This is an optimization exercise on Yosys and OpenROAD, whose aim is small area, not a production implementation. The RTL was checked by simulation tests, not by an equivalence proof against the original design.

== 05-25 ==
==> flow/design.v (excerpt) <==
module axi4_slave #(
    parameter int          NUM_REGS   = 4     ,
    parameter integer      ID_WIDTH   = 4     ,
    parameter integer      ADDR_WIDTH = 32    ,
    parameter integer      DATA_WIDTH = 32    ,
    parameter logic [31:0] BASE_ADDR  = 32'h0
)(
    input  logic                     ACLK,
    input  logic                     ARESETN,
    input  logic [ID_WIDTH-1:0]       S_AXI_AWID     ,
    input  logic [ADDR_WIDTH-1:0]     S_AXI_AWADDR   ,
    input  logic [7:0]                S_AXI_AWLEN    ,
    input  logic [2:0]                S_AXI_AWSIZE   ,
    input  logic [1:0]                S_AXI_AWBURST  ,
    input  logic                      S_AXI_AWVALID  ,
    output logic                      S_AXI_AWREADY  ,
    input  logic [DATA_WIDTH-1:0]     S_AXI_WDATA    ,
    input  logic [(DATA_WIDTH/8)-1:0] S_AXI_WSTRB    ,
    input  logic                      S_AXI_WLAST    ,
    input  logic                      S_AXI_WVALID   ,
    output logic                      S_AXI_WREADY   ,
    output logic [ID_WIDTH-1:0]       S_AXI_BID      ,
    output logic [1:0]                S_AXI_BRESP    ,
    output logic                      S_AXI_BVALID   ,
    input  logic                      S_AXI_BREADY   ,
    input  logic [ID_WIDTH-1:0  ]     S_AXI_ARID     ,
    input  logic [ADDR_WIDTH-1:0]     S_AXI_ARADDR   ,
    input  logic [7:0]                S_AXI_ARLEN    ,
    input  logic [2:0]                S_AXI_ARSIZE   ,
    input  logic [1:0]                S_AXI_ARBURST  ,
    input  logic                      S_AXI_ARVALID  ,
    output logic                      S_AXI_ARREADY  ,
    output logic [ID_WIDTH-1:0  ]     S_AXI_RID      ,
    output logic [DATA_WIDTH-1:0]     S_AXI_RDATA    ,
    output logic [1:0]                S_AXI_RRESP    ,
    output logic                      S_AXI_RLAST    ,
    output logic                      S_AXI_RVALID   ,
    input  logic                      S_AXI_RREADY   ,
    output logic                      write_en        ,
    output logic                      read_en
);
function automatic [7:0] inc8(input [7:0] a);
    logic c;
    c = 1'b1;
    for (int k = 0; k < 8; k++) begin
        inc8[k] = a[k] ^ c;
        c = c & a[k];
    end
endfunction
  ...
Size: roughly 1700 cells after synthesis, ~300 flip-flops, roughly 190 I/O pins.
clock: 200.0 ns
lec_check: 0
cap_margin: 5
core_margin: 2
core_utilization: 40
place_density: 0.6
slew_margin: 5
standard.sh (not shown) runs the stock make flow with config.mk's settings and CLKGATE_MAP_FILE= SYNTH_SCRIPT=/design/flow/synth_recipe.tcl, a recipe that flattens the netlist after the stock synthesis.
==> flow/flow/run.sh <==
#!/bin/bash
# Standard ORFS layout with three changes, each tool logging to its own file:
#  - synthesis maps the logic with an area-oriented ABC script (flow/abc_area.script)
#    instead of ORFS's delay-oriented one; everything else in synthesis is unchanged,
#    so the registers are the standard synthesis's;
#  - each port gets the smallest buffer (buf_1) instead of clkdlybuf4s50_1;
#  - the clock tree uses smaller clock buffers and no dummy loads.
set -e
HERE=$(pwd)
rm -rf scripts_area
cp -r "$FLOW_HOME/scripts" scripts_area
cp flow/abc_area.script scripts_area/abc_speed.script
export SCRIPTS_DIR=$HERE/scripts_area
export BUFFER_PORTS_ARGS="-buffer_cell sky130_fd_sc_hd__buf_1"
export CTS_ARGS="-sink_clustering_enable -repair_clock_nets -dont_use_dummy_load -buf_list sky130_fd_sc_hd__clkbuf_4 -sink_clustering_size 10 -sink_clustering_max_diameter 40"
bash standard.sh > standard.log 2>&1
==> flow/flow/abc_area.script <==
strash
balance
rewrite
refactor
balance
rewrite
rewrite -z
balance
refactor -z
rewrite -z
balance
dch -f
amap -m
topo
Modified inputs, 07-20 compared to 05-25
-- flow/design.v --
<<< 05-25, line 185
    else if (w_we) reg_ok[write_ptr] <= 1'b1;
end
always_ff @(posedge ACLK) begin
    if (w_we) begin
        for (int i = 0; i < 4; i++)
            if (S_AXI_WSTRB[i] || !reg_ok[write_ptr])
                regfile[write_ptr][8*i +: 8] <= S_AXI_WSTRB[i] ? S_AXI_WDATA[8*i +: 8] : 8'h00;
    end
end
assign S_AXI_BID   = b_out ? awid_q : 4'd0;
>>> 07-20, line 185
    else if (w_we) reg_ok[write_ptr] <= 1'b1;
end
logic [3:0] reg_be [4];
always_comb begin
    for (int r = 0; r < 4; r++)
        for (int i = 0; i < 4; i++)
            reg_be[r][i] = w_we && (write_ptr == 2'(r)) && (S_AXI_WSTRB[i] || !reg_ok[r]);
end
always_ff @(posedge ACLK) begin
    for (int r = 0; r < 4; r++)
        for (int i = 0; i < 4; i++)
            regfile[r][8*i +: 8] <= ({8{reg_be[r][i]}} & S_AXI_WDATA[8*i +: 8] & {8{S_AXI_WSTRB[i]}})
                                  | ({8{~reg_be[r][i]}} & regfile[r][8*i +: 8]);
end
assign S_AXI_BID   = b_out ? awid_q : 4'd0;
[summary]
- 07-20 reached the end of the flow, and the finished layout is clean on the timing, design-rule and antenna checks.
- Between 05-25 and 07-20, the flow reports area after synthesis decreasing slightly.
- Between 07-20 and 05-25, it is 07-20 whose sum of met3 wire segment lengths after detailed routing is higher, by 34%.
- From 07-20 to 05-25, number of stages on the worst setup path did not move at all.
- 05-25 has higher total area of sequential cells than 07-20.
- Summary: with 05-25 as the reference, multi-input combinational cell count in 07-20 moved up by a little under 10%.
- 07-20 vs 05-25 — gate count of the mapped netlist climbed by more than 10%
- Re worst path buffer plus inverter count: 07-20 is about 4% up on 05-25.
- Relative to 05-25, the CTS buffer count measured on 07-20 has increased by a little under 10%.
- When 07-20 is measured against 05-25, its global placement routability congestion turns out about 4% higher.
- Relative to 05-25, area added between synthesis and finish has increased by 0.55 points in 07-20.

---

Another version of the RTL of axi4_slave (not shown whole).
Size: ~1800 cells after synthesis, about 300 flip-flops, roughly 190 I/O pins.
export LEC_CHECK = 0
export CAP_MARGIN = 20
export CORE_MARGIN = 2
export CORE_UTILIZATION = 40
export PLACE_DENSITY = 0.6
export SLEW_MARGIN = 20
create_clock -name core_clock -period 200.0 [get_ports {ACLK}]
==> flow/flow/run.sh <==
#!/bin/bash
# Standard ORFS layout with three changes, each tool logging to its own file:
#  - synthesis maps the logic with an area-oriented ABC script (flow/abc_area.script)
#    instead of ORFS's delay-oriented one; everything else in synthesis is unchanged,
#    so the registers are the standard synthesis's;
#  - each port gets the smallest buffer (buf_1) instead of clkdlybuf4s50_1;
#  - the clock tree uses smaller clock buffers and no dummy loads.
set -e
HERE=$(pwd)
rm -rf scripts_area
cp -r "$FLOW_HOME/scripts" scripts_area
cp flow/abc_area.script scripts_area/abc_speed.script
export SCRIPTS_DIR=$HERE/scripts_area
export BUFFER_PORTS_ARGS="-buffer_cell sky130_fd_sc_hd__buf_1"
export CTS_ARGS="-sink_clustering_enable -repair_clock_nets -dont_use_dummy_load -buf_list sky130_fd_sc_hd__clkbuf_8 -sink_clustering_size 20 -sink_clustering_max_diameter 60"
bash standard.sh > standard.log 2>&1
Scripts as last shown in full above: flow/flow/abc_area.script
Change:
--- a/flow/design.v
+++ b/flow/design.v
@@ -204,24 +204,23 @@
 logic [7:0]  arlen2_q;       
 logic [1:0]  arsize_q, arburst_q;
 logic [11:0] araddr_q;
 logic [1:0]  read_ptr;
 logic [2:0]  rd_wend;
 logic [1:0]  rd_wstart;
 logic [7:0]  rd_beat;
 logic        ar_err, r_burst_err;
 wire r_idle = (rd_state == RD_IDLE);
 wire r_wait = (rd_state == RD_WAIT);
 wire r_data = (rd_state == RD_DATA);
-wire [7:0] rd_beat_m1 = dec8(rd_beat);
-wire c1 = (rd_beat_m1 == arlen2_q) && (rd_beat != 8'd0) && (araddr_q[1:0] != 2'b00);
+wire c1 = (rd_beat == inc8(arlen2_q)) && (arlen2_q != 8'hff) && (araddr_q[1:0] != 2'b00);
 wire c2 = ~c1 && (rd_beat == arlen2_q) && (araddr_q[4] || lt2(read_ptr, araddr_q[3:2]));
 wire c3 = ~c1 && ~c2 && (arburst_q == 2'b11);
 wire cn = ~c1 && ~c2 && ~c3;
 wire r_beat = cn && S_AXI_RREADY && (rd_beat != 8'd0);
 axi4_slave_wrap u_rwrap (
     .ACLK(ACLK), .load(r_wait), .first(r_wait),
     .A(S_AXI_ARADDR), .L(arlen_q), .S(arsize_q),
     .A_q(araddr_q), .wend(rd_wend), .wstart(rd_wstart)
 );
 wire [31:0] rd_word = reg_ok[read_ptr] ? regfile[read_ptr] : 32'd0;
 always_ff @(posedge ACLK or negedge ARESETN) begin
@@ -282,23 +281,23 @@
         if (!ar_hs) begin
             arlen_q  <= S_AXI_ARLEN;
             arsize_q <= S_AXI_ARSIZE[1:0];
         end else begin
             arlen2_q <= S_AXI_ARLEN;
             rd_beat  <= inc8(arlen_q);
         end
     end
     if (r_data) begin
         if (c1 || c2) ar_err <= 1'b1;
         if (r_beat) begin
-            rd_beat <= rd_beat_m1;
+            rd_beat <= dec8(rd_beat);
             if (rd_beat != 8'd1) begin
                 case (arburst_q)
                     2'b01: begin
                         if (~gt8(arlen2_q, {6'd0, read_ptr})) ar_err   <= 1'b1;
                         else                                  read_ptr <= read_ptr + 2'd1;
                     end
                     2'b10: begin
                         if ({read_ptr == 2'd3, read_ptr + 2'd1} == rd_wend) read_ptr <= rd_wstart;
                         else                                                read_ptr <= read_ptr + 2'd1;
                     end
                     default: ;
@@ -348,50 +347,45 @@
     always_comb begin
         r[0] = first ? h[8] : R_q;
         for (int i = 0; i < 12; i++)
             r[i+1] = dstep(r[i], bits[11-i], L, 8);
     end
     always_ff @(posedge ACLK) begin
         if (load) begin
             R_q <= r[12];
             A_q <= A[11:0];
         end
     end
-    wire [7:0] rm = (S == 2'd0) ? r[12] : (S == 2'd1) ? r[11] : r[10];
-    wire [7:0] X8 = (S == 2'd0) ? A_q[7:0] : (S == 2'd1) ? A_q[8:1] : A_q[9:2];
-    wire hz = (S == 2'd0) ? (A_q[11:8] == 4'h0) : (S == 2'd1) ? (A_q[11:9] == 3'h0) : (A_q[11:10] == 2'h0);
-    wire ho = (S == 2'd0) ? (A_q[11:8] == 4'hf) : (S == 2'd1) ? (A_q[11:9] == 3'h7) : (A_q[11:10] == 2'h3);
-    logic [8:0] s9;
+    wire [7:0]  rm = (S == 2'd0) ? r[12] : (S == 2'd1) ? r[11] : r[10];
+    wire [11:0] X  = (S == 2'd0) ? A_q : (S == 2'd1) ? {1'b0, A_q[11:1]} : {2'b0, A_q[11:2]};
+    logic [11:0] Y;
+    logic [7:0]  n;
     always_comb begin
         logic c;
-        logic [7:0] n, nr;
+        logic [7:0] nr;
         nr = ~rm;
         c  = 1'b1;
         for (int k = 0; k < 8; k++) begin           
             n[k] = L[k] ^ nr[k] ^ c;
             c    = (L[k] & nr[k]) | (L[k] & c) | (nr[k] & c);
         end
         c = 1'b1;
-        for (int k = 0; k < 8; k++) begin           
-            s9[k] = X8[k] ^ n[k] ^ c;
-            c     = (X8[k] & n[k]) | (X8[k] & c) | (n[k] & c);
+        for (int k = 0; k < 12; k++) begin          
+            logic nk;
+            nk   = (k < 8) ? n[k] : 1'b0;
+            Y[k] = X[k] ^ nk ^ c;
+            c    = (X[k] & nk) | (X[k] & c) | (nk & c);
         end
-        s9[8] = c;
     end
-    wire lo_ok = (s9[7:3] == 5'd0) &&
-                 ((S == 2'd0) ? (s9[2:0] != 3'd0 && (!s9[2] || s9[1:0] == 2'd0)) :
-                  (S == 2'd1) ? (!s9[2] && s9[1:0] != 2'd0 && s9[1:0] != 2'd3) :
-                                (s9[2:0] == 3'd1));
-    wire hit = lo_ok && ((hz && !s9[8]) || (ho && s9[8]));
-    wire [1:0] Z = X8[1:0] - rm[1:0];
+    wire [1:0] Z = X[1:0] - rm[1:0];
     always_comb begin
         wend   = 3'd0;
         wstart = 2'd0;
-        if (hit) begin
-            case (S)
-                2'd0:    begin wend = s9[2:0];         wstart = Z;            end
-                2'd1:    begin wend = {s9[1:0], 1'b0}; wstart = {Z[0], 1'b0}; end
-                default: begin wend = 3'd4;            wstart = 2'd0;         end
-            endcase
-        end
+        case (S)
+            2'd0: if (Y[11:3] == 9'd0 && Y[2:0] != 3'd0 && (Y[2:0] == 3'd4 || !Y[2]))
+                                                     begin wend = Y[2:0];         wstart = Z; end
+            2'd1: if (Y[10:2] == 9'd0 && Y[1:0] != 2'd0 && Y[1:0] != 2'd3)
+                                                     begin wend = {Y[1:0], 1'b0}; wstart = {Z[0], 1'b0}; end
+            default: if (Y[9:0] == 10'd1)            begin wend = 3'd4;           wstart = 2'd0; end
+        endcase
     end
 endmodule
Result: The changed run completed without violations; setup slack got worse by 0.22 ns; wire length goes up slightly; cell count rises by a few percent; global-route usage goes up by 0.14 points; core utilization shrinks by 0.19 points; count of clock-buffer cells in the layout rose by 4; die area rose slightly; fmax hardly moves; synthesized cell count climbs by a few percent.

[port drivers added, routing unchanged]
Ports are ideal in the flow. The routed layouts listed here were re-timed in OpenROAD. Step 1, drivers: a clkbuf_16 drives ACLK and a buf_2 each remaining input, both assumed. Step 2 also shifts input and output timing later by t, the mid clock arrival at the registers, as if the neighbouring blocks saw the same clock. Slacks: ideal ports / drivers / drivers and shift; pairs: ideal ports / drivers.
run | t, ns | setup slack, ns | clock arrival spread, ns | cell pins on the clock port's net
05-25 | 0.778 | 99.987 / 100.005 / 99.226 | 0.161 / 0.161 | 1
07-20 | 0.790 | 100.817 / 100.843 / 100.053 | 0.099 / 0.098 | 1
the first run of note 2 | 0.627 | 100.906 / 100.871 / 100.243 | 0.130 / 0.131 | 1
the second run of note 2 | 0.657 | 100.689 / 100.673 / 100.015 | 0.129 / 0.130 | 1
After both steps every run listed still meets setup and hold. For 07-20, which loses most, drivers alone change the setup slack by +0.026 ns; drivers and shift together by -0.764 ns.
